Source: an optimization exercise on an open RTL-to-GDS flow (aim: small area, a short achievable clock period and few clock cycles per item). Production flows keep margins and buffers that such runs may drop.
Function was checked by simulation only, so behaviour that the tests miss may differ from the original.

==> flow/design.v, too long to show whole: its modules and the start of the top module <==
// module fpu_s: 195 lines
// module fma_spec: 36 lines
// module fma_pre: 39 lines
// module fma_align: 33 lines
// module lzc32: 24 lines
// module fp_round2: 27 lines
// module fma_add: 72 lines
// module fpu_misc: 54 lines
// module fpu_cvt: 82 lines
// module f2i_post: 15 lines
// module srt_step: 25 lines
// module mul24: 1597 lines
module fpu_s (
  input         clk,
  input         rst_n,
  input         req_valid,
  input  [6:0]  req_opcode,
  input  [6:0]  req_f7,
  input  [2:0]  req_rm,
  input  [4:0]  req_rs2,
  input  [31:0] req_v1,
  input  [31:0] req_v2,
  input  [31:0] req_v3,
  output        resp_valid,
  output [31:0] resp_value,
  output [4:0]  resp_fflags
);
  // ...
==> flow/run.sh <==
#!/bin/bash
# synth_recipe.tcl (not shown) runs the flow's synth.tcl, then flattens the netlist and writes it again
# the make line also repeats each setting of config.mk as NAME=value (left out here)
make -C /OpenROAD-flow-scripts/flow DESIGN_CONFIG=/design/flow/config.mk WORK_HOME=/design/flow/orfs CLKGATE_MAP_FILE= SYNTH_SCRIPT=/design/flow/synth_recipe.tcl finish
==> flow/config.mk <==
export PLATFORM = sky130hd
export DESIGN_NAME = fpu_s
export DESIGN_NICKNAME = fpu_s
export VERILOG_FILES = /design/flow/design.v
export SDC_FILE = /design/flow/constraint.sdc
export NUM_CORES = 8
export LEC_CHECK = 0
export CAP_MARGIN = 20
export CORE_MARGIN = 2
export CORE_UTILIZATION = 40
export SETUP_SLACK_MARGIN = 5
export SLEW_MARGIN = 20
==> flow/constraint.sdc <==
create_clock -name core_clock -period 20.0 [get_ports {clk}]
set_input_delay 4.0000 -clock core_clock [delete_from_list [all_inputs] [get_ports {clk}]]
set_output_delay 4.0000 -clock core_clock [all_outputs]
set_load 0.01 [all_outputs]
==> results.py, run 1 <==
metrics = {
    "outcome": {
        "status": "complete, no violations",
    },
    "finish": {
        "final_nets": 10700,
        "multi_input_area_um2": 59200,
        "final_cells": 12000,
        "buffer_area_share_pct": 5.29,
        "final_cell_mix": "nand2_1 (1,087), nor2_1 (905), inv_1 (863)",
        "largest_reg_flops": 32,
    },
    "clocking": {
        "clkLatencyLatePin_ns": 0.67,
        "clockBufferDepth": 3,
        "cts_buffers": 31,
    },
    "floorplanning": {
        "die_w_um": 422,
        "nWellTaps": 2325,
        "die_h_um": 422,
        "io_pins": 159,
        "die_area_um2": 178000,
        "fp.coreArea_um2": 174000,
    },
    "sta": {
        "fin_crit_sh_pct": 74.8,
        "clock_skew_ns": 0.0445,
    },
    "synthesis": {
        "synth.most_common_cell": "nand2_1",
        "synth_mux_area_share_pct": 5.01,
        "synth_top_family_by_area": "compound AO/OA/AOI/OAI gates",
        "synthTopCellsByArea": "fa_1 (18%), dfxtp_1 (6.8%), ha_1 (6.3%), nand2_1 (5.9%), a21oi_1 (5.4%)",
        "syn_nets": 10900,
        "synth_top_cell_by_area": "fa_1",
    },
    "route": {
        "top_layer_used": "met5",
        "drc": 0,
        "wl_per_cell_um": 31.8,
    },
    "global_route": {
        "grt_overflow_total": 0,
        "grt_busiest_layer": "met2",
    },
    "min_path": {
        "hold_depth": 2,
        "hold_path_class": "reg -> reg",
    },
    "worst_setup_path": {
        "slowest_stage": "a31oi_1",
        "cpMostUsedCell": "a21o_1",
    },
    "place": {
        "place_congestion": 1.10,
    },
}
Testbench counts, summed over its fixed seeds: cycles 3,250, ops 2,400.
==> module fpu_s, before the edit <==
module fpu_s (
  input         clk,
  input         rst_n,
  input         req_valid,
  input  [6:0]  req_opcode,
  input  [6:0]  req_f7,
  input  [2:0]  req_rm,
  input  [4:0]  req_rs2,
  input  [31:0] req_v1,
  input  [31:0] req_v2,
  input  [31:0] req_v3,
  output        resp_valid,
  output [31:0] resp_value,
  output [4:0]  resp_fflags
);
  localparam K = 4;                  
  localparam NC = 6;                 
  localparam N = K * NC + 1;         
  localparam F = N + 2;              
  localparam WD = F + 3;
  wire [31:0] a = req_v1, b = req_v2, c = req_v3;
  wire op53 = req_opcode == 7'h53;
  wire is_fmadd = ~op53;
  wire d_add  = op53 & (req_f7 == 7'h00);
  wire d_sub  = op53 & (req_f7 == 7'h04);
  wire d_mul  = op53 & (req_f7 == 7'h08);
  wire d_div  = op53 & (req_f7 == 7'h0c);
  wire d_sqrt = op53 & (req_f7 == 7'h2c);
  wire d_i2f  = op53 & (req_f7 == 7'h68);
  wire d_f2i  = op53 & (req_f7 == 7'h60);
  wire d_addsub = d_add | d_sub;
  wire d_fma  = d_addsub | d_mul | is_fmadd | d_i2f;
  wire d_ds   = d_div | d_sqrt;
  wire d_misc = ~d_fma & ~d_ds;
  wire start = req_valid & rst_n;
  reg [2:0] brm;
  always @* case (req_rm) 3'd0: brm = 0; 3'd1: brm = 4; 3'd2: brm = 3; 3'd3: brm = 2; 3'd4: brm = 1; default: brm = 0; endcase
  reg        pend;           
  reg        slowm;          
  reg        v_misc;         
  reg [31:0] misc_res; reg [4:0] misc_fl; reg m_rnd, m_inc, m_s, m_uns;
  reg [27:0] f_x, f_y; reg f_abgt, f_eeq, f_sub;
  reg [7:0]  f_xe; reg [2:0] f_abfl; reg f_sgn, f_sgnc, f_acc, f_neg, f_spec, f_ssgn, f_snv;
  reg [1:0]  f_skind; reg [2:0] f_rm; reg [9:0] f_exp;
  reg        busy; reg [2:0] cnt; reg f_dmode;
  reg [WD-1:0] ds_ws, ds_wc; reg [N:0] ds_q, ds_qm, ds_m; reg ds_sq; reg ds_s;
  wire [23:0] ds_d = misc_res[23:0];    
  wire [9:0]  ds_e = f_exp;             
  wire [31:0] oa = d_addsub ? {b[31] ^ d_sub, b[30:0]} : a;
  wire [31:0] ob = d_addsub ? 32'h3f800000 : b;
  wire acc = ~d_mul & ~d_i2f;
  wire [31:0] oc = d_addsub ? a : ~acc ? 32'd0 : {c[31] ^ req_opcode[2] ^ req_opcode[3], c[30:0]};
  wire neg = is_fmadd & req_opcode[3];
  wire [9:0] m_exp; wire m_sgn, m_spec, m_ssgn, m_snv, m_subab, m_zab; wire [1:0] m_skind;
  fma_spec u_spec (.a(oa), .b(ob), .c(oc), .acc(acc), .exp_ab(m_exp), .sgn_ab(m_sgn),
                   .spec(m_spec), .spec_kind(m_skind), .spec_sgn(m_ssgn), .spec_nv(m_snv),
                   .sub_ab(m_subab), .zero_ab(m_zab));
  wire [47:0] prod;
  mul24 u_prod (.a({a[30:23] != 0, a[22:0]}), .b({b[30:23] != 0, b[22:0]}), .p(prod));
  wire [31:0] cv_res, cv_norm; wire [4:0] cv_fl; wire [5:0] cv_lz; wire cv_neg, cv_rnd, cv_inc;
  fpu_cvt u_cvt (.a(a), .rm(req_rm), .uns(req_rs2[0]), .f2i(d_f2i), .i2f(d_i2f),
                 .f2i_res(cv_res), .f2i_fl(cv_fl), .f2i_rnd(cv_rnd), .f2i_inc(cv_inc),
                 .norm(cv_norm), .lz(cv_lz), .i2f_neg(cv_neg));
  wire [47:0] sp = {f_x, f_y[27:8]};
  wire signed [9:0] sx = f_exp;
  wire s_ovf46 = sx > 10'sd127;
  wire s_tiny = sx < -10'sd151;
  wire s_l = ~sp[47] & ~sp[46] & (sp != 0) & (sx > -10'sd126) & ~s_ovf46;
  wire s_r = (sp != 0) & ~s_tiny & (sp[47] ? (sx < -10'sd127) : (sx < -10'sd126));
  wire replay = slowm & ~s_l & ~s_r;
  wire [47:0] p_src = replay ? {f_x, f_y[27:8]} : d_i2f ? {1'b0, cv_norm, 15'd0}
                    : d_addsub ? {1'b0, b[30:23] != 0, b[22:0], 23'd0} : prod;
  wire [7:0]  xa_r = oa[30:23] | {7'd0, oa[30:23] == 0};
  wire [7:0]  xb_r = ob[30:23] | {7'd0, ob[30:23] == 0};
  wire [7:0]  xa_src = replay ? f_exp[7:0] + 8'd127 : xa_r;
  wire [7:0]  xb_src = replay ? 8'd127 : xb_r;
  wire [9:0]  e_src = replay ? f_exp : m_exp;
  wire [31:0] c_src = replay ? misc_res : oc;
  wire        a_src = replay ? f_acc : acc;
  wire [47:0] pr_dec; wire pr_ovf47, pr_ovf46, pr_tiny, pr_gt126, pr_r47, pr_r46;
  fma_pre u_pre (.xa(xa_src), .xb(xb_src), .ec(c_src[30:23]), .acc(a_src), .dec(pr_dec), .ovf47(pr_ovf47), .ovf46(pr_ovf46),
                 .tiny(pr_tiny), .gt126(pr_gt126), .r47(pr_r47), .r46(pr_r46));
  wire [27:0] al_x, al_y; wire al_abgt, al_eeq; wire [7:0] al_xe; wire [2:0] al_abfl;
  wire sub_src = replay ? (f_sgnc ^ f_sgn) : (oc[31] ^ m_sgn);
  wire i2f_now = start & d_i2f;
  fma_align u_align (.prod(p_src), .dec(pr_dec), .ovf47(pr_ovf47 & ~i2f_now), .ovf46(pr_ovf46 & ~i2f_now), .tiny(pr_tiny & ~i2f_now), .c(c_src),
                     .x(al_x), .y(al_y), .sub(sub_src), .ab_gt(al_abgt), .e_eq(al_eeq),
                     .xe(al_xe), .abfl(al_abfl));
  wire fma_go = (start & d_fma) | replay;
  wire go_slow = start & (d_mul | is_fmadd) & ~m_spec & ~m_zab & ~pr_tiny & (m_subab | pr_r46);
  reg [2:0] msel;
  always @* begin
    case (req_f7)
      7'h10: msel = 3'd0;
      7'h14: msel = 3'd1;
      7'h50: msel = 3'd2;
      default: msel = 3'd4;
    endcase
  end
  wire [31:0] mi_res; wire [4:0] mi_fl;
  fpu_misc u_misc (.sel(msel), .rm(req_rm), .a(a), .b(b), .res(mi_res), .flags(mi_fl));
  wire [7:0] ea = a[30:23], eb = b[30:23];
  wire [23:0] sq_sig = (ea == 0) ? cv_norm[31:8] : {1'b1, a[22:0]};
  wire [9:0]  sq_e   = (ea == 0) ? -10'd127 - {4'd0, cv_lz} : {2'd0, ea} - 10'd127;
  wire        sq_odd = sq_e[0];
  wire [9:0]  sq_eh  = {sq_e[9], sq_e[9:1]};     
  wire        dv_lt  = a[22:0] < b[22:0];        
  wire [WD-1:0] ds_w0 = d_sqrt ? (({{(WD-24){1'b0}}, sq_sig} << (F - 26 + (sq_odd ? 1 : 0))) - ({{(WD-1){1'b0}}, 1'b1} << (F - 1)))
                               : ({{(WD-24){1'b0}}, 1'b1, a[22:0]} << (F - 25 + (dv_lt ? 1 : 0)));
  wire [WD-1:0] dd = {{(WD-24){1'b0}}, ds_d} << (F - 24);
  wire [WD-1:0] sws [0:K]; wire [WD-1:0] swc [0:K]; wire [N:0] qq [0:K]; wire [N:0] qm [0:K]; wire [N:0] mm [0:K];
  assign sws[0] = ds_ws; assign swc[0] = ds_wc; assign qq[0] = ds_q; assign qm[0] = ds_qm; assign mm[0] = ds_m;
  genvar g;
  generate for (g = 0; g < K; g = g + 1) begin : st
    srt_step #(.F(F), .N(N)) u (.sq(ds_sq), .ws(sws[g]), .wc(swc[g]), .q(qq[g]), .qm(qm[g]), .m(mm[g]), .d(dd),
                                .ws_n(sws[g+1]), .wc_n(swc[g+1]), .q_n(qq[g+1]), .qm_n(qm[g+1]), .m_n(mm[g+1]));
  end endgenerate
  wire ds_last = busy & (cnt == NC - 1);
  wire [WD-1:0] lws = sws[1], lwc = swc[1];      
  wire [N:0] lq = qq[1], lqm = qm[1];
  wire [WD-1:0] fw = lws + lwc;
  wire [WD-1:0] tend = ds_sq ? (({{(WD-N-1){1'b0}}, lqm} << (F - N)) | ({{(WD-1){1'b0}}, 1'b1} << (F - N - 1))) : dd;
  wire [WD-1:0] t3s = lws ^ lwc ^ tend;
  wire [WD-1:0] t3c = {((lws & lwc) | (lws & tend) | (lwc & tend)), 1'b0};
  wire [WD-1:0] o2 = {(lws[WD-2:0] | lwc[WD-2:0]), 1'b0};
  wire [WD-1:0] o3 = {(t3s[WD-2:0] | t3c[WD-2:0]), 1'b0};
  wire fw_z  = (lws ^ lwc) == o2;
  wire fw2_z = (t3s ^ t3c) == o3;
  wire fneg = fw[WD-1];
  wire [N:0] fq = fneg ? lqm : lq;
  wire ds_sticky = fneg ? ~fw2_z : ~fw_z;
  wire [47:0] pd = {1'b0, fq[N-1:0], ds_sticky, {(47-N-1){1'b0}}};
  always @(posedge clk) begin
    if (!rst_n) begin
      pend <= 1'b0; v_misc <= 1'b0; busy <= 1'b0; slowm <= 1'b0;
    end else begin
      v_misc <= start & d_misc;
      pend   <= (fma_go & ~go_slow) | ds_last;
      slowm  <= go_slow | (slowm & (s_l | s_r));
      if (start & d_ds) busy <= 1'b1;
      else if (ds_last) busy <= 1'b0;
    end
    misc_fl <= d_f2i ? cv_fl : mi_fl;
    m_rnd <= d_f2i & cv_rnd; m_inc <= cv_inc; m_s <= a[31]; m_uns <= req_rs2[0];
    f_sub <= sub_src; f_abgt <= al_abgt; f_eeq <= al_eeq;
    f_xe <= (start & d_i2f) ? 8'd158 - {2'd0, cv_lz} : al_xe;
    if (slowm & s_l) {f_x, f_y} <= {sp[46:0], 1'b0, f_y[7:0]};
    else if (slowm & s_r) {f_x, f_y} <= {1'b0, sp[47:2], sp[1] | sp[0], f_y[7:0]};
    else if (go_slow) {f_x, f_y} <= {p_src, 8'd0};
    else begin f_x <= al_x; f_y <= al_y; end
    if (slowm & s_l) f_exp <= f_exp - 10'd1;
    else if (slowm & s_r) f_exp <= f_exp + 10'd1;
    else if (go_slow) f_exp <= e_src;
    if (start & ~d_fma) misc_res <= d_f2i ? cv_res : mi_res;
    if (start & d_fma) begin
      f_sgn  <= d_i2f ? cv_neg : m_sgn;
      f_spec <= ~d_i2f & m_spec;
      f_skind <= m_skind; f_ssgn <= m_ssgn; f_snv <= m_snv;
      f_sgnc <= oc[31]; f_acc <= acc; f_neg <= neg; f_rm <= brm;
      misc_res <= oc;
    end
    if (fma_go & ~go_slow) f_abfl <= al_abfl;
    ds_ws <= start ? ds_w0 : sws[K];
    ds_wc <= start ? {WD{1'b0}} : swc[K];
    ds_q  <= start ? (d_sqrt ? {1'b1, {N{1'b0}}} : {(N+1){1'b0}}) : qq[K];
    ds_qm <= start ? {(N+1){1'b0}} : qm[K];
    ds_m  <= start ? {2'b01, {(N-1){1'b0}}} : mm[K];
    if (start) begin
      cnt <= 3'd0;
      ds_sq <= d_sqrt;
      if (d_ds) begin
        misc_res <= {8'd0, 1'b1, b[22:0]};
        f_exp <= d_sqrt ? sq_eh : {2'd0, ea} - {2'd0, eb} - {9'd0, dv_lt};
      end
      ds_s <= d_sqrt ? 1'b0 : a[31] ^ b[31];
      f_dmode <= d_ds;
      if (d_ds) begin
        f_rm <= brm; f_abfl <= 3'd0; f_acc <= 1'b0; f_neg <= 1'b0; f_spec <= 1'b0;
      end
    end else if (busy) begin
      cnt <= cnt + 3'd1;
    end
  end
  wire [31:0] f_res; wire [4:0] f_fl;
  fma_add u_add (.x(f_x), .y(f_y), .sub(f_sub), .ab_gt(f_abgt), .e_eq(f_eeq),
                 .xe(f_xe), .abfl(f_abfl), .sgn_ab(f_sgn), .sgn_c(f_sgnc), .acc(f_acc), .rmode(f_rm),
                 .negres(f_neg), .spec(f_spec), .spec_kind(f_skind), .spec_sgn(f_ssgn), .spec_nv(f_snv),
                 .dmode(f_dmode), .d_e(ds_e[7:0] + 8'd127), .d_s(pd[45:23]), .d_g({pd[22], |pd[21:0]}), .d_sgn(ds_s),
                 .res(f_res), .flags(f_fl));
  wire [31:0] pf_res; wire [4:0] pf_fl;
  f2i_post u_post (.ip(misc_res), .inc(m_inc), .s(m_s), .uns(m_uns), .fl(misc_fl), .res(pf_res), .flags(pf_fl));
  assign resp_valid  = v_misc | pend;
  assign resp_value  = v_misc ? (m_rnd ? pf_res : misc_res) : f_res;
  assign resp_fflags = v_misc ? (m_rnd ? pf_fl : misc_fl) : f_fl;
endmodule
==> run 2: changes to the inputs <==
--- a/flow/design.v
+++ b/flow/design.v
@@ -39,5 +39,5 @@
   reg        slowm;          
   reg        v_misc;         
-  reg [31:0] misc_res; reg [4:0] misc_fl; reg m_rnd, m_inc, m_s, m_uns;
+  reg [31:0] misc_res; reg [4:0] misc_fl;
   reg [27:0] f_x, f_y; reg f_abgt, f_eeq, f_sub;
   reg [7:0]  f_xe; reg [2:0] f_abfl; reg f_sgn, f_sgnc, f_acc, f_neg, f_spec, f_ssgn, f_snv;
@@ -89,4 +89,8 @@
   wire fma_go = (start & d_fma) | replay;
   wire go_slow = start & (d_mul | is_fmadd) & ~m_spec & ~m_zab & ~pr_tiny & (m_subab | pr_r46);
+  wire [31:0] pf_res; wire [4:0] pf_fl;
+  f2i_post u_post (.ip(cv_res), .inc(cv_inc), .s(a[31]), .uns(req_rs2[0]), .fl(cv_fl), .res(pf_res), .flags(pf_fl));
+  wire [31:0] f2i_res = cv_rnd ? pf_res : cv_res;
+  wire [4:0]  f2i_fl  = cv_rnd ? pf_fl : cv_fl;
   reg [2:0] msel;
   always @* begin
@@ -141,6 +145,5 @@
       else if (ds_last) busy <= 1'b0;
     end
-    misc_fl <= d_f2i ? cv_fl : mi_fl;
-    m_rnd <= d_f2i & cv_rnd; m_inc <= cv_inc; m_s <= a[31]; m_uns <= req_rs2[0];
+    misc_fl <= d_f2i ? f2i_fl : mi_fl;
     f_sub <= sub_src; f_abgt <= al_abgt; f_eeq <= al_eeq;
     f_xe <= (start & d_i2f) ? 8'd158 - {2'd0, cv_lz} : al_xe;
@@ -152,5 +155,5 @@
     else if (slowm & s_r) f_exp <= f_exp + 10'd1;
     else if (go_slow) f_exp <= e_src;
-    if (start & ~d_fma) misc_res <= d_f2i ? cv_res : mi_res;
+    if (start & ~d_fma) misc_res <= d_f2i ? f2i_res : mi_res;
     if (start & d_fma) begin
       f_sgn  <= d_i2f ? cv_neg : m_sgn;
@@ -188,9 +191,7 @@
                  .dmode(f_dmode), .d_e(ds_e[7:0] + 8'd127), .d_s(pd[45:23]), .d_g({pd[22], |pd[21:0]}), .d_sgn(ds_s),
                  .res(f_res), .flags(f_fl));
-  wire [31:0] pf_res; wire [4:0] pf_fl;
-  f2i_post u_post (.ip(misc_res), .inc(m_inc), .s(m_s), .uns(m_uns), .fl(misc_fl), .res(pf_res), .flags(pf_fl));
   assign resp_valid  = v_misc | pend;
-  assign resp_value  = v_misc ? (m_rnd ? pf_res : misc_res) : f_res;
-  assign resp_fflags = v_misc ? (m_rnd ? pf_fl : misc_fl) : f_fl;
+  assign resp_value  = v_misc ? misc_res : f_res;
+  assign resp_fflags = v_misc ? misc_fl : f_fl;
 endmodule
 module fma_spec (
==> run 2 against run 1 <==
First-iteration DRC count rose by 1.3%. Sequential share of layout area fell by 0.16 points. Critical path depth fell by 10. Die area rose by 0.50%. Cell area rose by 0.75%. Worst setup slack improved by 0.095 ns. Critical path type is now in -> reg. Critical endpoint is now misc_res[5]. Count of clock-buffer cells in the layout rose by 7. Final cell count rose by 1.1%. Core utilization rose by 0.23 points. Synthesized cell count rose by 0.75%. Still clean on timing, DRC and antenna. Highest routed layer unchanged. Non-clock buffer count fell by 6.
==> results.py, run 2 <==
metrics = {
    "sta": {
        "fin_crit_ns": 14.86,
        "slew_viol_final": 0,
        "timing.slew.headroom_pct": 10.9,
        "tns_ns": 0,
        "fin_crit_sh_pct": 74.3,
        "rsz0062_at_grt": "yes",
        "worst_pin_slew_ns": 1.32,
        "clock_skew_ns": 0.0738,
        "fmax_mhz": 67.3,
        "hold_viol": 0,
        "finalSetupViolCount": 0,
    },
    "synthesis": {
        "synth_common_cells": "nand2_1 (1,106), nor2_1 (908), inv_1 (887)",
        "async_reset_ff_share_pct": 0,
        "synth_edf_count": 17,
        "ys_seq_area_share_pct": 7.42,
        "synthDistinctLibCells": 133,
        "synth_cells": 9888,
        "synth_ff_type": "dfxtp_1",
        "synthTopCellsByArea": "fa_1 (18%), dfxtp_1 (6.7%), ha_1 (6.4%), nand2_1 (5.9%), a21oi_1 (5.8%)",
        "avgSynthCellArea_um2": 7.10,
        "syn_area_um2": 70200,
        "ys_ff_latch": 252,
        "ys.warnings.count": 6,
        "synth.most_common_cell": "nand2_1",
        "synth_top_area_share_pct": 18.0,
        "synth_top_cell_by_area": "fa_1",
        "syn_nets": 11000,
    },
    "route": {
        "vias": 81500,
        "dr.pass1.iters": 9,
        "via_per_inst": 6.73,
        "drc": 0,
        "finalWirelength_mm": 401,
        "ant_nets": 0,
        "wl_per_cell_um": 33.2,
        "drtIter0Drc": 11700,
    },
    "global_route": {
        "grt_overflow_total": 0,
        "grt_pass1_vias": 76700,
        "antenna_found_initial": 25,
        "grt_max_degree": 92,
        "grt_util_all_layers_pct": 43.1,
        "grt_pass1_wl_mm": 564,
    },
    "finish": {
        "multi_input_area_um2": 59800,
        "seq_area_um2": 5220,
        "drive_gt1_share_pct": 7.91,
        "final_cell_mix": "nand2_1 (1,100), nor2_1 (901), inv_1 (882)",
        "layout_commonest_cell": "nand2_1",
        "final_nets": 10800,
        "largest_reg_flops": 32,
        "reg_top3": "misc_res (32), ds_ws (29)",
        "area_growth_pct": 8.99,
        "fillers": 18000,
        "final_cells": 12100,
        "largest-register": "misc_res",
    },
    "worst_setup_path": {
        "path_delay_family": "compound AO/OA/AOI/OAI gates",
        "setup.worst_path.class": "in -> reg",
        "r2r_slack_ns": 5.56,
        "startpoint_type": "primary input",
        "max_stage_delay_ns": 0.82,
        "worst-path-max-fanout": 23,
        "reg2reg_from": "ds_ws[25]",
        "worstPathRequired_ns": 20.38,
        "slowest_stage": "nor2_1",
        "reg2reg_to": "ds_ws[26]",
        "crit_path_end_kind": "flip-flop",
        "worstPathArrival_ns": 15.24,
        "ff2ff_path_depth": 57,
        "critPathBufInv": 5,
    },
    "outcome": {
        "status": "complete, no violations",
    },
    "clocking": {
        "cts_root_buf": "clkbuf_16",
        "clockBufferDepth": 3,
        "holdBufCountCts": 0,
        "clkSinkCount": 252,
        "clkLatencyLatePin_ns": 0.63,
        "clkSlewWorstSetupHoldPaths_ns": 0.06,
        "cts_tree": "built",
        "htreeDepth": 2,
        "cts_buffers": 36,
    },
    "min_path": {
        "min_from": "misc_res[14]",
        "hold_end": "misc_res[14]",
        "hold_depth": 2,
        "hold_path_class": "reg -> reg",
    },
    "place": {
        "place_congestion": 1.07,
        "portBuffers": 153,
        "hpwl_mm": 306,
        "dp_cells": 12000,
    },
    "floorplanning": {
        "die_h_um": 423,
        "die_area_um2": 179000,
        "num_rows": 153,
        "fp.coreArea_um2": 174000,
        "initial_core_util_pct": 40.3,
        "die_w_um": 423,
        "io_pins": 159,
    },
    "run": {
        "maxCapViolations": 0,
    },
}
run 2: final cells by class:
type	count	share of cell area, %
inverters	910	4.48
clock inverters	14	0.195
flip-flops and latches	252	6.81
clock buffers	49	1.43
well taps	2325	3.80
multi-input cells	8052	78.1
repair buffers	472	5.10
diodes	27	0.0883
run 2: tightest hold or removal path, cell delays in order (launching register included):
cell and delay (ns):
dfxtp_1 0.33, nand2_1 0.05, nand3_1 0.06
run 2: what timing repair did:
action / CTS / global route
gates resized for setup: 59 / 82
cloned: 2 / 1
pin swaps: 5 / 5
buffers inserted: 6 / 7
setup endpoints to repair: 102 / 84
run 2: metrics by stage:
stage          setup slack (ns)  hold WS, ns  util, %  cell area (um^2)
2_1_floorplan              5.35        0.444        -             70200
3_3_place_gp               2.30        0.442     42.7             74400
3_5_place_dp               2.35        0.446     42.7             74400
4_1_cts                    4.87        0.460     43.6             76000
5_1_grt                    4.98        0.494     43.9             76500
6_report                   5.14        0.464     43.9             76500
run 2: kinds of logic (layout without fill, tap and decap cells):
kind of cell,count (synthesis),in the layout,share of synthesized area (%)
AOI/OAI and AO/OA,2992,2992,27.7
and+or+nand+nor,3483,3485,23.7
other,1,28,0.00534
buffers and inverters,1587,1445,8.75
muxes,239,239,3.67
xor gates and xnor gates,344,345,4.29
adders and majority gates,990,990,24.4
DFF,252,252,7.42
run 2: how the worst max path moves through the flow:
stage / cells past startpoint / endpoint / start
final: 27 / misc_res[5] / req_v1[0]
after global placement: 39 / f_y[0] / req_v1[24]
after floorplan: 47 / f_y[0] / req_v1[23]
after detailed placement: 37 / f_y[0] / req_v1[24]
after CTS: 36 / resp_value[10] / ds_ws[26]
after global routing: 36 / resp_value[10] / ds_ws[26]
run 2: routing by layer:
layer  up-vias  share of wire [%]  track usage (%)
met5         -              0.017                0
met4        10                9.6             33.6
met3      1505                 12             11.3
met2      6131                 42             63.5
met1     39500                 37             53.3
li1      34400                  -                -
Testbench counts of run 2, summed over its fixed seeds: cycles 3,250, ops 2,400.
==> run 3: changes to the inputs <==
--- a/flow/design.v
+++ b/flow/design.v
@@ -17,5 +17,5 @@
   localparam NC = 6;                 
   localparam N = K * NC + 1;         
-  localparam F = N + 2;              
+  localparam F = N + 1;              
   localparam WD = F + 3;
   wire [31:0] a = req_v1, b = req_v2, c = req_v3;
--- a/flow/config.mk
+++ b/flow/config.mk
@@ -6,4 +6,5 @@
 export NUM_CORES = 8
 export LEC_CHECK = 0
+export ABC_AREA = 1
 export CAP_MARGIN = 20
 export CORE_MARGIN = 2
==> run 3 against run 2 <==
Synthesized area up 0.69%. Critical path depth is 6 higher. Still clean on timing, DRC and antenna. Maximum frequency increased by 0.77%. Via count is 1.0% higher. Largest cell class unchanged.
==> results.py, run 3 <==
metrics = {
    "sta": {
        "slew_viol_final": 0,
        "fmax_mhz": 67.8,
        "tns_ns": 0,
        "timing.slew.headroom_pct": 13.5,
        "clock_skew_ns": 0.0224,
        "finalSetupViolCount": 0,
        "worst_pin_slew_ns": 1.28,
        "hold_viol": 0,
        "rsz0062_at_grt": "no",
        "fin_crit_sh_pct": 73.7,
        "fin_crit_ns": 14.75,
    },
    "worst_setup_path": {
        "setup.worst_path.class": "reg -> out",
        "worstPathRequired_ns": 16.00,
        "cpMostUsedCell": "nand2_1",
        "r2r_slack_ns": 5.59,
        "worstPathArrival_ns": 10.75,
        "ff2ff_path_depth": 56,
        "startpoint_type": "flip-flop",
        "crit_path_end_kind": "output port",
        "worst-path-max-fanout": 40,
        "slowest_stage": "o211ai_1",
        "max_stage_delay_ns": 0.75,
    },
    "finish": {
        "largest-register": "misc_res",
        "fin_util_pct": 42.9,
        "layout_commonest_cell": "nand2_1",
        "final_nets": 12800,
        "area_growth_pct": 6.79,
        "final_cell_mix": "nand2_1 (3,260), inv_1 (2,046), o21ai_0 (1,066)",
        "drive_gt1_share_pct": 4.91,
        "largest_reg_flops": 32,
    },
    "route": {
        "drtIter0Drc": 9922,
        "drt-met1-wl_mm": 150,
        "ant_nets": 0,
        "via_per_inst": 5.85,
        "finalWirelength_mm": 376,
        "drc": 0,
        "top_layer_used": "met5",
        "dr.pass1.iters": 10,
        "vias": 82300,
        "route.met2.wl_mm": 161,
        "wl_per_cell_um": 26.7,
        "dr_wl_met3_mm": 35.8,
    },
    "global_route": {
        "grt_overflow_total": 0,
        "grt_max_degree": 95,
        "antenna_found_initial": 19,
        "grt_util_all_layers_pct": 40.4,
        "grt_pass1_vias": 78400,
        "grt_pass1_wl_mm": 539,
    },
    "synthesis": {
        "ys_seq_area_share_pct": 7.32,
        "syn_nets": 13000,
        "synth_edf_count": 17,
        "synthDistinctLibCells": 91,
        "synth_top_area_share_pct": 17.8,
        "async_reset_ff_share_pct": 0,
        "synth_common_cells": "nand2_1 (3,270), inv_1 (2,052), o21ai_0 (1,069)",
        "synthTopCellsByArea": "fa_1 (18%), nand2_1 (17%), inv_1 (11%), o21ai_0 (7.6%), dfxtp_1 (6.6%)",
        "synth.most_common_cell": "nand2_1",
        "ys.warnings.count": 6,
        "synth_cells": 11900,
        "syn_area_um2": 70700,
        "avgSynthCellArea_um2": 5.94,
        "synth_top_cell_by_area": "fa_1",
        "synth_ff_type": "dfxtp_1",
        "ys_ff_latch": 250,
    },
    "clocking": {
        "htreeDepth": 1,
        "clkSlewWorstSetupHoldPaths_ns": 0.07,
        "clkLatencyLatePin_ns": 0.66,
        "clockBufferDepth": 3,
        "cts_buffers": 31,
        "cts_tree": "built",
        "clkSinkCount": 250,
        "holdBufCountCts": 0,
        "cts_root_buf": "clkbuf_16",
    },
    "floorplanning": {
        "fp.coreArea_um2": 176000,
        "io_pins": 159,
        "die_area_um2": 180000,
        "die_w_um": 424,
        "die_h_um": 424,
        "initial_core_util_pct": 40.2,
        "num_rows": 154,
    },
    "outcome": {
        "status": "complete, no violations",
    },
    "place": {
        "hpwl_mm": 292,
        "portBuffers": 153,
        "place_congestion": 1.07,
    },
    "run": {
        "maxCapViolations": 0,
    },
    "min_path": {
        "hold_path_class": "reg -> reg",
        "hold_depth": 2,
    },
}
==> run 3: path summary, 6_finish.rpt <==
kind	start	to
worst max-delay path	ds_ws[24]	resp_value[4]
worst min-delay path	f_abfl[2]	f_abfl[2]
worst max register to register	ds_ws[24]	ds_ws[3]
worst min register to register	f_abfl[2]	f_abfl[2]
==> run 3: what timing repair did <==
item | 4_1_cts | 5_1_grt
endpoints found under the setup margin | 1 | 69
gates resized for setup | 1 | 14
cloned | 0 | 4
buffers inserted | 0 | 1
pin swaps | 0 | 5
==> run 3: area by class of cell <==
| type | instances | area, um^2 |
|---|---|---|
| inverter | 2133 | 8020 |
| antenna | 15 | 37.5 |
| sequential | 250 | 5170 |
| tap | 2340 | 2930 |
| multi-input combinational | 8927 | 55200 |
| fill | 19500 | 100000 |
| clock buffer | 42 | 897 |
| clock inverter | 16 | 250 |
| timing repair buffer | 357 | 3030 |
==> run 3: kinds of logic (layout without fill, tap and decap cells) <==
family / count (synthesis) / count (layout) / share of synthesized area, %
other cells: 1 / 16 / 0.00530
flops: 250 / 250 / 7.32
simple gates: 5399 / 5402 / 32.2
compound gates: 2280 / 2281 / 18.3
buf+inv: 2728 / 2548 / 14.9
fa+ha+maj: 977 / 977 / 24.0
xor+xnor: 248 / 248 / 3.10
mux: 18 / 18 / 0.257
==> run 3: through the flow <==
stage	worst slack [ns]	std cells	area, um^2	hold WS (ns)
6_report	5.25	14100	75500	0.480
5_1_grt	5.00	14100	75500	0.509
4_1_cts	5.15	14100	75300	0.481
3_5_place_dp	4.31	14000	74200	0.466
3_3_place_gp	4.36	14000	74200	0.459
2_1_floorplan	7.34	11900	70700	0.444
==> run 3: worst max-delay path, delay by kind of cell (launching register included) <==
kind / cells / cell delay (ns)
buf+inv: 8 / 2.54
compound gates: 7 / 2.46
simple gates: 14 / 2.83
flops: 1 / 0.47
fa+ha+maj: 4 / 1.64
==> run 3: per-layer routing <==
| metal | GRT usage, % | vias to the layer above |
|---|---|---|
| met2 | 61.6 | 4647 |
| met5 | 0 | - |
| met4 | 26.2 | 10 |
| li1 | - | 37500 |
| met3 | 6.76 | 960 |
| met1 | 52.9 | 39200 |
Testbench counts of run 3, summed over its fixed seeds: cycles 3,250, ops 2,400.
==> run 4: changes to the inputs <==
--- a/flow/config.mk
+++ b/flow/config.mk
@@ -6,5 +6,4 @@
 export NUM_CORES = 8
 export LEC_CHECK = 0
-export ABC_AREA = 1
 export CAP_MARGIN = 20
 export CORE_MARGIN = 2
==> run 4 against run 3 <==
Maximum frequency down 1.8%. Core utilization up 1.2 points. Register-to-register slack worse by 0.09 ns. Worst setup slack worse by 0.27 ns. Still clean. Largest cell class unchanged. Sequential cell count unchanged. Cell area down 0.81%. Non-clock buffer count up 112. Worst hold slack better by 0.0090 ns.
==> results.py, run 4 <==
metrics = {
    "outcome": {
        "status": "complete, no violations",
    },
    "clocking": {
        "clkSlewWorstSetupHoldPaths_ns": 0.06,
        "cts_tree": "built",
        "holdBufCountCts": 0,
        "clkSinkCount": 250,
        "cts_root_buf": "clkbuf_16",
        "htreeDepth": 2,
        "cts_buffers": 34,
        "clockBufferDepth": 3,
        "clkLatencyLatePin_ns": 0.61,
    },
    "min_path": {
        "hold_depth": 2,
        "hold_path_class": "reg -> reg",
    },
    "sta": {
        "slew_viol_final": 0,
        "rsz0062_at_grt": "yes",
        "hold_viol": 0,
        "fin_crit_sh_pct": 75.1,
        "fmax_mhz": 66.6,
        "post-route-worst-setup-slack_ns": 4.98,
        "clock_skew_ns": 0.0459,
        "fin_crit_ns": 15.02,
        "tns_ns": 0,
        "timing.slew.headroom_pct": 14.9,
        "worst_pin_slew_ns": 1.28,
        "finalSetupViolCount": 0,
    },
    "finish": {
        "layout_commonest_cell": "nand2_1",
        "final_nets": 10500,
        "area_growth_pct": 9.30,
        "final_cell_mix": "nand2_1 (980), nor2_1 (940), inv_1 (873)",
        "largest-register": "misc_res",
        "largest_reg_flops": 32,
        "drive_gt1_share_pct": 8.59,
        "fillers": 17400,
        "fin_area_um2": 74900,
    },
    "worst_setup_path": {
        "worstPathRequired_ns": 20.32,
        "slowest_stage": "clkdlybuf4s50_1",
        "setup.worst_path.class": "in -> reg",
        "cpMostUsedCell": "fa_1",
        "worst-path-max-fanout": 15,
        "max_stage_delay_ns": 0.58,
        "startpoint_type": "primary input",
        "crit_path_end_kind": "flip-flop",
        "worstPathArrival_ns": 15.34,
        "ff2ff_path_depth": 51,
    },
    "synthesis": {
        "synth.most_common_cell": "nand2_1",
        "ys_seq_area_share_pct": 7.55,
        "synth_ff_type": "dfxtp_1",
        "synth_common_cells": "nand2_1 (988), nor2_1 (955), inv_1 (880)",
        "synthTopCellsByArea": "fa_1 (18%), dfxtp_1 (6.8%), ha_1 (6.4%), a21oi_1 (5.9%), nand2_1 (5.4%)",
        "ys.warnings.count": 6,
        "ys_ff_latch": 250,
        "synth_top_cell_by_area": "fa_1",
        "syn_nets": 10600,
        "synth_cells": 9519,
        "synth_edf_count": 17,
        "synth_top_area_share_pct": 18.3,
        "async_reset_ff_share_pct": 0,
        "syn_area_um2": 68500,
        "synthDistinctLibCells": 135,
        "avgSynthCellArea_um2": 7.20,
    },
    "global_route": {
        "grt_pass1_vias": 73700,
        "grt_overflow_total": 0,
        "grt_pass1_wl_mm": 522,
        "grt_util_all_layers_pct": 40.7,
        "grt_max_degree": 154,
        "antenna_found_initial": 27,
    },
    "run": {
        "maxCapViolations": 0,
    },
    "floorplanning": {
        "die_h_um": 418,
        "io_pins": 159,
        "die_area_um2": 175000,
        "num_rows": 151,
        "fp.coreArea_um2": 170000,
        "initial_core_util_pct": 40.3,
        "die_w_um": 418,
    },
    "route": {
        "drc": 0,
        "ant_nets": 0,
        "finalWirelength_mm": 370,
        "drtIter0Drc": 12000,
        "via_per_inst": 6.74,
        "vias": 78500,
        "dr.pass1.iters": 14,
        "wl_per_cell_um": 31.7,
    },
    "place": {
        "dpl_worst_slack_ns": 2.38,
        "hpwl_mm": 278,
        "place_congestion": 1.12,
        "place_area_um2": 72500,
        "portBuffers": 153,
    },
}
-- run 4: per-stage QoR --
step                util, %  std cells  hold WS, ns
finish                 44.1      11600        0.489
global route           44.1      11600        0.526
CTS                    43.7      11600        0.488
detailed placement     42.7      11500        0.480
global placement       42.7      11500        0.473
floorplan                 -       9519        0.447
-- run 4: repair_timing --
item,in CTS,in global routing
gates resized for setup,86,94
buffers inserted,13,21
gates cloned,3,3
hold endpoints to repair,0,0
setup endpoints to repair,117,94
pin swaps,9,18
-- run 4: kinds of logic (layout without fill, tap and decap cells) --
group	count (synthesis)	after routing	share of synthesized area, %
other	1	28	0.00547
AO/OA/AOI/OAI	2767	2769	26.2
flip-flops	250	250	7.55
multiplexers	353	353	5.65
adder cells (fa/ha/maj)	977	977	24.7
buffers and inverters	1563	1437	8.82
XOR/XNOR	365	365	4.71
AND/OR/NAND/NOR	3243	3244	22.3
-- run 4: worst max-delay path, delay by kind of cell --
kind	cells	cell delay, ns
AO/OA/AOI/OAI	15	4.02
AND/OR/NAND/NOR	9	1.97
XOR/XNOR	1	0.18
adder cells (fa/ha/maj)	8	3.78
buffers and inverters	6	1.34
-- run 4: final timing paths --
| path | start | end | slack (ns) |
|---|---|---|---|
| setup / recovery | req_v1[27] | f_y[0] | 4.98 |
| setup reg to reg | ds_ws[25] | ds_ws[6] | 5.50 |
| hold reg to reg | f_abfl[0] | f_abfl[0] | 0.49 |
| hold / removal | f_abfl[0] | f_abfl[0] | 0.49 |
-- run 4: final cells by class --
type | count | area (um^2) | share of cell area (%)
antenna | 27 | 67.6 | 0.0902
clock buffer | 46 | 937 | 1.25
clock inverter | 15 | 158 | 0.210
inverter | 906 | 3470 | 4.63
multi-input combinational | 7709 | 58300 | 77.9
sequential | 250 | 5180 | 6.91
tap | 2218 | 2780 | 3.71
timing repair buffer | 469 | 3980 | 5.31
timing repair inverter | 1 | 11.3 | 0.0150
-- run 4: routing by layer --
layer	part of all wire (%)	GRT usage [%]
met1	37	50.7
met2	41	59.6
met3	13	11.1
met4	9.4	31.0
met5	0.044	0
==> run 5: changes to the inputs <==
--- a/flow/design.v
+++ b/flow/design.v
@@ -14,6 +14,6 @@
   output [4:0]  resp_fflags
 );
-  localparam K = 4;                  
-  localparam NC = 6;                 
+  localparam K = 6;                  
+  localparam NC = 4;                 
   localparam N = K * NC + 1;         
   localparam F = N + 1;              
==> run 5 against run 4 <==
Critical path depth is 40 higher. Via count up 5.9%. Non-clock buffer count is 178 higher. Worst setup slack lost 0.36 ns. Worst hold slack worse by 0.014 ns. First-iteration DRC count shrank 7.5%. Count of clock-buffer cells in the layout up 2. Synthesized cell count is 6.1% higher. Clock skew rose by 0.026 ns. Synthesized area rose by 5.2%. Register-to-register slack got worse by 0.88 ns.
==> results.py, run 5 <==
metrics = {
    "outcome": {
        "status": "complete, no violations",
    },
    "sta": {
        "fin_crit_ns": 15.38,
        "hold_viol": 0,
        "clock_skew_ns": 0.0717,
        "fin_crit_sh_pct": 76.9,
        "worst_pin_slew_ns": 1.28,
        "tns_ns": 0,
        "finalSetupViolCount": 0,
        "fmax_mhz": 65.0,
        "slew_viol_final": 0,
        "timing.slew.headroom_pct": 13.9,
        "rsz0062_at_grt": "yes",
    },
    "clocking": {
        "clkSinkCount": 248,
        "clkLatencyLatePin_ns": 0.64,
        "clkSlewWorstSetupHoldPaths_ns": 0.06,
        "htreeDepth": 2,
        "clockBufferDepth": 3,
        "cts_tree": "built",
        "cts_buffers": 37,
        "cts_root_buf": "clkbuf_16",
    },
    "synthesis": {
        "synth_cells": 10100,
        "synthDistinctLibCells": 123,
        "synth.most_common_cell": "nand2_1",
        "synth_common_cells": "nand2_1 (1,044), nor2_1 (988), inv_1 (965)",
        "syn_nets": 11300,
        "synth_ff_type": "dfxtp_1",
        "async_reset_ff_share_pct": 0,
        "avgSynthCellArea_um2": 7.14,
        "ys.warnings.count": 6,
        "synthTopCellsByArea": "fa_1 (19%), dfxtp_1 (6.4%), ha_1 (6.2%), a21oi_1 (5.9%), nand2_1 (5.4%)",
        "synth_top_area_share_pct": 18.8,
        "synth_top_cell_by_area": "fa_1",
        "syn_area_um2": 72100,
        "synth_edf_count": 17,
        "ys_ff_latch": 248,
        "ys_seq_area_share_pct": 7.12,
    },
    "floorplanning": {
        "die_h_um": 429,
        "fp.coreArea_um2": 179000,
        "initial_core_util_pct": 40.3,
        "die_area_um2": 184000,
        "die_w_um": 429,
        "io_pins": 159,
        "num_rows": 155,
    },
    "finish": {
        "final_cell_mix": "nand2_1 (1,026), nor2_1 (961), inv_1 (950)",
        "area_growth_pct": 13.5,
        "drive_gt1_share_pct": 11.3,
        "fin_util_pct": 45.8,
        "final_nets": 11200,
        "multi_input_area_um2": 62900,
        "largest-register": "misc_res",
        "final_cells": 12500,
        "seq_area_um2": 5150,
        "layout_commonest_cell": "nand2_1",
        "fillers": 18200,
        "largest_reg_flops": 32,
    },
    "worst_setup_path": {
        "worstPathArrival_ns": 15.94,
        "cpMostUsedCell": "buf_12",
        "worst-path-max-fanout": 10,
        "max_stage_delay_ns": 0.59,
        "setup.worst_path.class": "reg -> reg",
        "crit_path_end_kind": "flip-flop",
        "worstPathRequired_ns": 20.56,
        "startpoint_type": "flip-flop",
        "slowest_stage": "fa_2",
    },
    "route": {
        "ant_nets": 0,
        "finalWirelength_mm": 429,
        "vias": 83100,
        "drtIter0Drc": 11100,
        "wl_per_cell_um": 34.3,
        "dr.pass1.iters": 8,
        "drc": 0,
        "via_per_inst": 6.65,
    },
    "global_route": {
        "antenna_found_initial": 39,
        "grt_pass1_wl_mm": 596,
        "grt_max_degree": 145,
        "grt_overflow_total": 0,
        "grt_util_all_layers_pct": 44.7,
        "grt_pass1_vias": 78600,
    },
    "place": {
        "hpwl_mm": 329,
        "portBuffers": 153,
        "dp_cells": 12200,
        "place_congestion": 1.09,
    },
    "run": {
        "maxCapViolations": 0,
    },
    "min_path": {
        "hold_path_class": "reg -> reg",
    },
}
## run 5: timing repair
action                                  CTS  global route
gates resized for setup                 259           203
gates cloned                              8             3
hold buffers                              0             0
pin swaps                               106           112
endpoints found under the setup margin  218           167
setup buffers                            93            52
## run 5: final timing paths
| check | start | end | slack (ns) | cells after the start |
|---|---|---|---|---|
| min reg2reg | cnt[2] | cnt[2] | 0.47 | 2 |
| max | ds_ws[25] | ds_ws[26] | 4.62 | 79 |
| min | cnt[2] | cnt[2] | 0.47 | 2 |
| max reg2reg | ds_ws[25] | ds_ws[26] | 4.62 | 79 |
## run 5: area by class of cell
type,count,share of cell area [%]
diodes,34,0.104
clock buffers,48,1.24
clock inverters,15,0.220
inverters,991,4.64
multi-input cells,8154,76.8
flip-flops and latches,248,6.29
well taps,2355,3.60
repair buffers,647,7.05
repair inverters,3,0.0321
## run 5: per-stage QoR
step / worst slack (ns) / hold WS (ns) / area, um^2
6_report: 4.62 / 0.475 / 81900
5_1_grt: 4.23 / 0.532 / 81800
4_1_cts: 4.81 / 0.477 / 80400
3_5_place_dp: 1.40 / 0.470 / 77000
3_3_place_gp: 1.45 / 0.460 / 77000
2_1_floorplan: 4.98 / 0.436 / 72900
## run 5: critical path: cells and delay by family (launching register included)
family | cells | cell delay, ns
adders and majority gates | 13 | 4.79
muxes | 2 | 0.54
and+or+nand+nor | 11 | 1.40
buffers and inverters | 21 | 2.56
xor gates and xnor gates | 10 | 1.81
AOI/OAI and AO/OA | 22 | 3.82
DFF | 1 | 0.37
## run 5: cells by family after synthesis
group	Yosys count	share of synthesized area (%)
xor+xnor	351	4.28
other cells	1	0.00520
compound gates	2909	26.0
simple gates	3455	22.8
flops	248	7.12
buf+inv	1698	9.02
mux	400	5.76
fa+ha+maj	1037	25.0
## run 5: metal layers
metal / up-vias / routed length [um] / global-route usage (%)
li1: 35200 / - / -
met3: 1545 / 43700 / 9.17
met2: 5911 / 180000 / 67.3
met4: 14 / 44300 / 36.7
met5: - / 91 / 0
met1: 40400 / 160000 / 55.1
Testbench counts of run 5, summed over its fixed seeds: cycles 2,982, ops 2,400.
==> run 6: changes to the inputs <==
--- a/flow/design.v
+++ b/flow/design.v
@@ -44,5 +44,5 @@
   reg [1:0]  f_skind; reg [2:0] f_rm; reg [9:0] f_exp;
   reg        busy; reg [2:0] cnt; reg f_dmode;
-  reg [WD-1:0] ds_ws, ds_wc; reg [N:0] ds_q, ds_qm, ds_m; reg ds_sq; reg ds_s;
+  reg [WD-1:0] ds_ws, ds_wc; reg [N:0] ds_q, ds_qm; wire [N:0] ds_m; reg ds_sq; reg ds_s;
   wire [23:0] ds_d = misc_res[23:0];    
   wire [9:0]  ds_e = f_exp;             
@@ -116,4 +116,8 @@
   assign sws[0] = ds_ws; assign swc[0] = ds_wc; assign qq[0] = ds_q; assign qm[0] = ds_qm; assign mm[0] = ds_m;
   genvar g;
+  generate for (g = 0; g <= N; g = g + 1) begin : mw
+    if (g < N && (N - 1 - g) % K == 0) assign ds_m[g] = cnt == (N - 1 - g) / K;
+    else assign ds_m[g] = 1'b0;
+  end endgenerate
   generate for (g = 0; g < K; g = g + 1) begin : st
     srt_step #(.F(F), .N(N)) u (.sq(ds_sq), .ws(sws[g]), .wc(swc[g]), .q(qq[g]), .qm(qm[g]), .m(mm[g]), .d(dd),
@@ -168,5 +172,4 @@
     ds_q  <= start ? (d_sqrt ? {1'b1, {N{1'b0}}} : {(N+1){1'b0}}) : qq[K];
     ds_qm <= start ? {(N+1){1'b0}} : qm[K];
-    ds_m  <= start ? {2'b01, {(N-1){1'b0}}} : mm[K];
     if (start) begin
       cnt <= 3'd0;
==> run 6 against run 5 <==
Register-to-register slack better by 0.54 ns. Worst setup slack better by 0.51 ns. Clock skew down 0.039 ns. Core utilization down 0.89 points. Synthesized cell count down 0.18%. Non-clock buffer count down 31. Synthesized area up 0.36%. Largest cell class unchanged.
==> results.py, run 6 <==
metrics = {
    "outcome": {
        "status": "complete, no violations",
    },
    "sta": {
        "tns_ns": 0,
        "timing.slew.headroom_pct": 14.8,
        "finalSetupViolCount": 0,
        "post-route-worst-setup-slack_ns": 5.13,
        "hold_viol": 0,
        "clock_skew_ns": 0.0329,
        "fmax_mhz": 67.2,
        "fin_crit_sh_pct": 74.4,
        "slew_viol_final": 0,
        "worst_pin_slew_ns": 1.27,
        "rsz0062_at_grt": "yes",
        "fin_crit_ns": 14.87,
    },
    "place": {
        "hpwl_mm": 312,
        "dpl_worst_slack_ns": 1.90,
        "place_congestion": 1.09,
        "portBuffers": 153,
        "place_area_um2": 76900,
    },
    "synthesis": {
        "avgSynthCellArea_um2": 7.18,
        "synthTopCellsByArea": "fa_1 (19%), dfxtp_1 (6.3%), ha_1 (6.2%), a21oi_1 (5.7%), mux2i_1 (5.2%)",
        "synthDistinctLibCells": 118,
        "synth_ff_type": "dfxtp_1",
        "synth_edf_count": 17,
        "synth.most_common_cell": "nand2_1",
        "synth_common_cells": "nand2_1 (993), inv_1 (974), nor2_1 (949)",
        "synth_top_area_share_pct": 18.8,
        "syn_area_um2": 72400,
        "syn_nets": 11200,
        "synth_top_cell_by_area": "fa_1",
        "synth_cells": 10100,
        "ys_seq_area_share_pct": 6.96,
        "async_reset_ff_share_pct": 0,
        "ys.warnings.count": 6,
        "ys_ff_latch": 243,
    },
    "clocking": {
        "holdBufCountCts": 0,
        "clkSinkCount": 243,
        "cts_buffers": 35,
        "clkLatencyLatePin_ns": 0.60,
        "clockBufferDepth": 3,
        "cts_tree": "built",
        "htreeDepth": 2,
        "clkSlewWorstSetupHoldPaths_ns": 0.07,
        "cts_root_buf": "clkbuf_16",
    },
    "floorplanning": {
        "die_w_um": 429,
        "fp.coreArea_um2": 180000,
        "die_h_um": 429,
        "io_pins": 159,
        "initial_core_util_pct": 40.1,
        "num_rows": 156,
        "die_area_um2": 184000,
    },
    "route": {
        "via_per_inst": 6.66,
        "drc": 0,
        "ant_nets": 0,
        "drtIter0Drc": 11400,
        "dr.pass1.iters": 9,
        "finalWirelength_mm": 412,
        "wl_per_cell_um": 33.1,
        "vias": 82900,
    },
    "worst_setup_path": {
        "worstPathRequired_ns": 20.43,
        "setup.worst_path.class": "in -> reg",
        "cpMostUsedCell": "fa_1",
        "worst-path-max-fanout": 20,
        "crit_path_end_kind": "flip-flop",
        "path_delay_family": "adder cells",
        "critPathBufInv": 10,
        "startpoint_type": "primary input",
        "worstPathArrival_ns": 15.30,
        "slowest_stage": "fa_1",
        "max_stage_delay_ns": 0.59,
    },
    "finish": {
        "fin_area_um2": 81000,
        "area_growth_pct": 11.9,
        "fillers": 18600,
        "largest-register": "misc_res",
        "layout_commonest_cell": "nand2_1",
        "largest_reg_flops": 32,
        "final_cell_mix": "nand2_1 (980), inv_1 (962), nor2_1 (930)",
        "final_nets": 11200,
        "drive_gt1_share_pct": 10.3,
    },
    "global_route": {
        "grt_overflow_total": 0,
        "grt_pass1_vias": 77800,
        "grt_max_degree": 70,
        "grt_pass1_wl_mm": 574,
        "grt_util_all_layers_pct": 42.6,
        "antenna_found_initial": 22,
    },
    "min_path": {
        "hold_path_class": "reg -> reg",
    },
    "run": {
        "maxCapViolations": 0,
    },
}
[run 6: cell type report]
type / count / area, um^2 / area share, %
clock buffer: 50 / 1010 / 1.25
timing repair inverter: 3 / 22.5 / 0.0278
tap: 2370 / 2970 / 3.66
inverter: 997 / 3790 / 4.68
multi-input combinational: 8137 / 62500 / 77.2
antenna: 16 / 40.0 / 0.0494
timing repair buffer: 616 / 5410 / 6.68
clock inverter: 12 / 166 / 0.206
sequential: 243 / 5040 / 6.23
[run 6: cells by family after synthesis]
| kind of cell | Yosys count | synth area share, % |
|---|---|---|
| other cells | 1 | 0.00518 |
| compound gates | 2909 | 25.9 |
| mux | 452 | 6.50 |
| fa+ha+maj | 1038 | 25.0 |
| flops | 243 | 6.96 |
| simple gates | 3385 | 22.4 |
| buf+inv | 1705 | 9.07 |
| xor+xnor | 348 | 4.21 |
[run 6: path summary, 6_finish.rpt]
path,slack [ns],from,endpoint,cells past startpoint
min,0.47,misc_res[31],misc_res[31],2
max reg2reg,5.16,ds_wc[25],ds_ws[3],76
min reg2reg,0.47,misc_res[31],misc_res[31],2
max,5.13,req_v1[16],f_y[3],39
[run 6: worst min-delay path, cell delays in order (launching register included)]
cell	delay [ns]
dfxtp_1	0.32
nand2_1	0.06
a21oi_1	0.05
[run 6: metal layers]
metal	track usage, %	routed length (um)
met5	0	101
met4	29.8	37200
met3	12.0	50200
met2	63.2	170000
met1	53.2	154000
[run 6: metrics by stage]
step                hold WS [ns]  util (%)  std cells
global placement           0.443      42.6      12200
finish                     0.474      44.9      12400
CTS                        0.468      44.0      12300
global route               0.478      44.9      12400
detailed placement         0.460      42.6      12200
floorplan                  0.432         -      10100
[run 6: repair_timing]
| action | CTS | global route |
|---|---|---|
| buffers inserted | 62 | 73 |
| pin swaps | 36 | 88 |
| endpoints found under the setup margin | 170 | 156 |
| gates cloned | 11 | 3 |
| gates resized for setup | 149 | 218 |
Testbench counts of run 6, summed over its fixed seeds: cycles 2,982, ops 2,400.
==> run 7: changes to the inputs <==
==> flow/flow/run.sh (new file) <==
#!/bin/bash
# Layout flow: the standard synthesis unchanged, then the standard ORFS
# steps (floorplan to finish) with timing repair aimed at a setup margin of
# 7 ns. The clock period and all constraints stay the design's.
# Each step's full output goes to a log file in this folder.
set -euo pipefail
bash standard.sh synth > synth.log 2>&1
bash standard.sh SETUP_SLACK_MARGIN=7 finish > layout.log 2>&1
==> flow/standard.sh (new file) <==
#!/bin/bash
# synth_recipe.tcl (not shown) runs the flow's synth.tcl, then flattens the netlist and writes it again
# the make line also repeats each setting of config.mk as NAME=value (left out here)
make -C /OpenROAD-flow-scripts/flow DESIGN_CONFIG=/design/flow/config.mk WORK_HOME=/design/flow/orfs CLKGATE_MAP_FILE= SYNTH_SCRIPT=/design/flow/synth_recipe.tcl "${@:-finish}"
--- a/flow/config.mk
+++ b/flow/config.mk
@@ -6,7 +6,7 @@
 export NUM_CORES = 8
 export LEC_CHECK = 0
+export ABC_AREA = 1
 export CAP_MARGIN = 20
 export CORE_MARGIN = 2
 export CORE_UTILIZATION = 40
-export SETUP_SLACK_MARGIN = 5
 export SLEW_MARGIN = 20
removed: flow/run.sh
==> run 7 against run 6 <==
First-iteration DRC count grew 9.3%. Sequential cell count unchanged. Worst hold slack gained 0.013 ns. Non-clock buffer count rose by 4. Maximum frequency rose by 4.1%. Worst setup slack improved by 0.59 ns. Sequential share of layout area shrank 0.30 points. Wire length increased by 0.75%. Core utilization increased by 1.5 points. Critical path depth rose by 56. Via count is 8.6% higher. Synthesized area grew 2.0%.
==> results.py, run 7 <==
metrics = {
    "outcome": {
        "status": "complete, no violations",
    },
    "worst_setup_path": {
        "worstPathArrival_ns": 14.83,
        "cpMostUsedCell": "buf_4",
        "slowest_stage": "fa_2",
        "worstPathRequired_ns": 20.55,
        "setup.worst_path.class": "reg -> reg",
        "crit_path_end_kind": "flip-flop",
        "max_stage_delay_ns": 0.57,
        "worst-path-max-fanout": 8,
        "startpoint_type": "flip-flop",
    },
    "route": {
        "finalWirelength_mm": 415,
        "drtIter0Drc": 12500,
        "dr.pass1.iters": 9,
        "wl_per_cell_um": 27.5,
        "drc": 0,
        "via_per_inst": 5.98,
        "ant_nets": 0,
        "vias": 90100,
    },
    "place": {
        "place_congestion": 1.13,
        "portBuffers": 153,
        "hpwl_mm": 309,
        "place_area_um2": 77700,
    },
    "clocking": {
        "clkLatencyLatePin_ns": 0.62,
        "clockBufferDepth": 3,
        "htreeDepth": 2,
        "cts_root_buf": "clkbuf_16",
        "cts_tree": "built",
        "clkSinkCount": 243,
        "clkSlewWorstSetupHoldPaths_ns": 0.06,
        "cts_buffers": 36,
    },
    "global_route": {
        "grt_pass1_vias": 84200,
        "grt_util_all_layers_pct": 42.3,
        "antenna_found_initial": 36,
        "grt_pass1_wl_mm": 582,
        "grt_overflow_total": 0,
        "grt_max_degree": 81,
    },
    "synthesis": {
        "ys.warnings.count": 6,
        "synthDistinctLibCells": 80,
        "syn_nets": 13700,
        "avgSynthCellArea_um2": 5.90,
        "synth_top_cell_by_area": "fa_1",
        "synth_ff_type": "dfxtp_1",
        "synth_edf_count": 17,
        "synth.most_common_cell": "nand2_1",
        "synthTopCellsByArea": "fa_1 (18%), nand2_1 (17%), inv_1 (11%), o21ai_0 (8.6%), nand3_1 (6.4%)",
        "ys_seq_area_share_pct": 6.82,
        "synth_cells": 12500,
        "async_reset_ff_share_pct": 0,
        "synth_common_cells": "nand2_1 (3,416), inv_1 (2,212), o21ai_0 (1,266)",
        "ys_ff_latch": 243,
        "synth_top_area_share_pct": 18.4,
        "syn_area_um2": 73800,
    },
    "sta": {
        "rsz0062_at_grt": "yes",
        "tns_ns": 0,
        "worst_pin_slew_ns": 1.31,
        "fin_crit_ns": 14.28,
        "hold_viol": 0,
        "slew_viol_final": 0,
        "fmax_mhz": 70.0,
        "timing.slew.headroom_pct": 11.9,
        "finalSetupViolCount": 0,
        "fin_crit_sh_pct": 71.4,
        "clock_skew_ns": 0.0422,
    },
    "floorplanning": {
        "fp.coreArea_um2": 183000,
        "die_w_um": 434,
        "io_pins": 159,
        "die_h_um": 434,
        "num_rows": 157,
        "die_area_um2": 188000,
        "initial_core_util_pct": 40.3,
    },
    "finish": {
        "fin_area_um2": 85100,
        "final_nets": 13700,
        "drive_gt1_share_pct": 10.5,
        "layout_commonest_cell": "nand2_1",
        "area_growth_pct": 15.2,
        "largest-register": "misc_res",
        "final_cell_mix": "nand2_1 (3,310), inv_1 (2,148), o21ai_0 (1,090)",
        "largest_reg_flops": 32,
        "fillers": 19300,
    },
    "min_path": {
        "hold_path_class": "reg -> reg",
    },
    "run": {
        "maxCapViolations": 0,
    },
}
run 7: cell types whose count changed in the layout (fill, tap and decap cells not counted), moves of 91 or more:
cell / previous run / this run
a21oi_1: 777 / 511
nand2_1: 980 / 3310
nor3_1: 188 / 66
nor2_1: 930 / 761
nand3_1: 225 / 919
inv_1: 962 / 2148
o21ai_1: 45 / 136
a31oi_1: 134 / 43
a21o_1: 142 / 13
o21ai_0: 604 / 1090
and2_1: 421 / 12
xnor2_1: 217 / 58
mux2i_1: 358 / 3
run 7: worst paths after layout:
check,start,end,slack (ns),depth (start not counted)
min,f_abfl[2],f_abfl[2],0.49,2
min reg2reg,f_abfl[2],f_abfl[2],0.49,2
max reg2reg,ds_ws[26],ds_ws[22],5.72,95
max,ds_ws[26],ds_ws[22],5.72,95
run 7: metrics by stage:
stage | std cells | setup slack [ns] | util [%] | hold WS, ns
6_report | 15100 | 5.72 | 46.4 | 0.487
5_1_grt | 15100 | 5.40 | 46.4 | 0.522
4_1_cts | 14900 | 6.27 | 44.9 | 0.487
3_5_place_dp | 14700 | 2.60 | 42.4 | 0.477
3_3_place_gp | 14700 | 2.56 | 42.4 | 0.488
2_1_floorplan | 12500 | 6.41 | - | 0.444
run 7: area by class of cell:
type	instances	area [um^2]	share of cell area, %
diodes	19	47.5	0.0559
clock buffers	52	1100	1.30
repair inverters	10	123	0.144
inverters	2280	8780	10.3
repair buffers	620	5950	7.00
clock inverters	14	214	0.252
flip-flops and latches	243	5040	5.93
multi-input cells	9367	60700	71.4
well taps	2464	3080	3.62
run 7: kinds of logic after synthesis:
kind of cell	after synthesis	synth area share (%)
xor gates and xnor gates	247	2.96
and+or+nand+nor	5609	31.9
DFF	243	6.82
AOI/OAI and AO/OA	2436	18.4
adders and majority gates	1038	24.5
muxes	16	0.220
other	1	0.00508
buffers and inverters	2918	15.2
run 7: timing repair:
action                     CTS  global route
buffers inserted           159            96
cloned                      30            12
setup endpoints to repair  235           190
gates resized for setup    455           459
pin swaps                  130           137
hold buffers                 0             0
run 7: per-layer routing:
layer	up-vias	wire (um)	GRT usage [%]
met2	6162	171000	62.3
met1	42600	158000	53.8
met3	1411	52300	12.0
li1	39900	-	-
met4	18	33600	28.1
met5	-	151	0
run 7: critical path: cells and delay by family, from the launching register on:
kind,cells,cell delay (ns)
mux,1,0.24
xor+xnor,4,0.65
fa+ha+maj,10,3.54
simple gates,25,2.71
compound gates,18,2.65
buf+inv,37,4.01
flops,1,0.35

==> static timing again, ports no longer ideal <==
The results above use ideal ports. As a check the final layouts listed here were re-extracted and re-timed, cells and wires unchanged.
Step 1 sets driving cells, clkbuf_16 on the clock port and buf_2 on the other inputs (assumed; they add their load-dependent delay and slew).
Step 2 times the ports against the registers' clock, not the clock port: input delays grow and output delays shrink by t, the midpoint of the rising clock arrivals with the driver on.
a / b / c = no drivers / after step 1 / after step 2; a / b = the first two.
| run | shift t [ns] | setup WS [ns] | worst data-port slew with drivers (ns) |
|---|---|---|---|
| run 1 | 0.721 | 5.043 / 4.968 / 4.528 | 0.28 |
| run 2 | 0.674 | 5.138 / 5.161 / 4.490 | 0.34 |
| run 3 | 0.716 | 5.251 / 5.184 / 4.877 | 0.19 |
| run 4 | 0.666 | 4.985 / 4.952 / 4.358 | 0.27 |
| run 5 | 0.675 | 4.621 / 4.621 / 4.534 | 0.09 |
| run 6 | 0.659 | 5.129 / 5.057 / 4.521 | 0.16 |
| run 7 | 0.684 | 5.718 / 5.718 / 5.718 | 0.24 |
After both steps setup and hold are still met in every run listed. The setup slack of run 2, which loses most, moves by +0.023 ns with the drivers and by -0.648 ns with both steps.
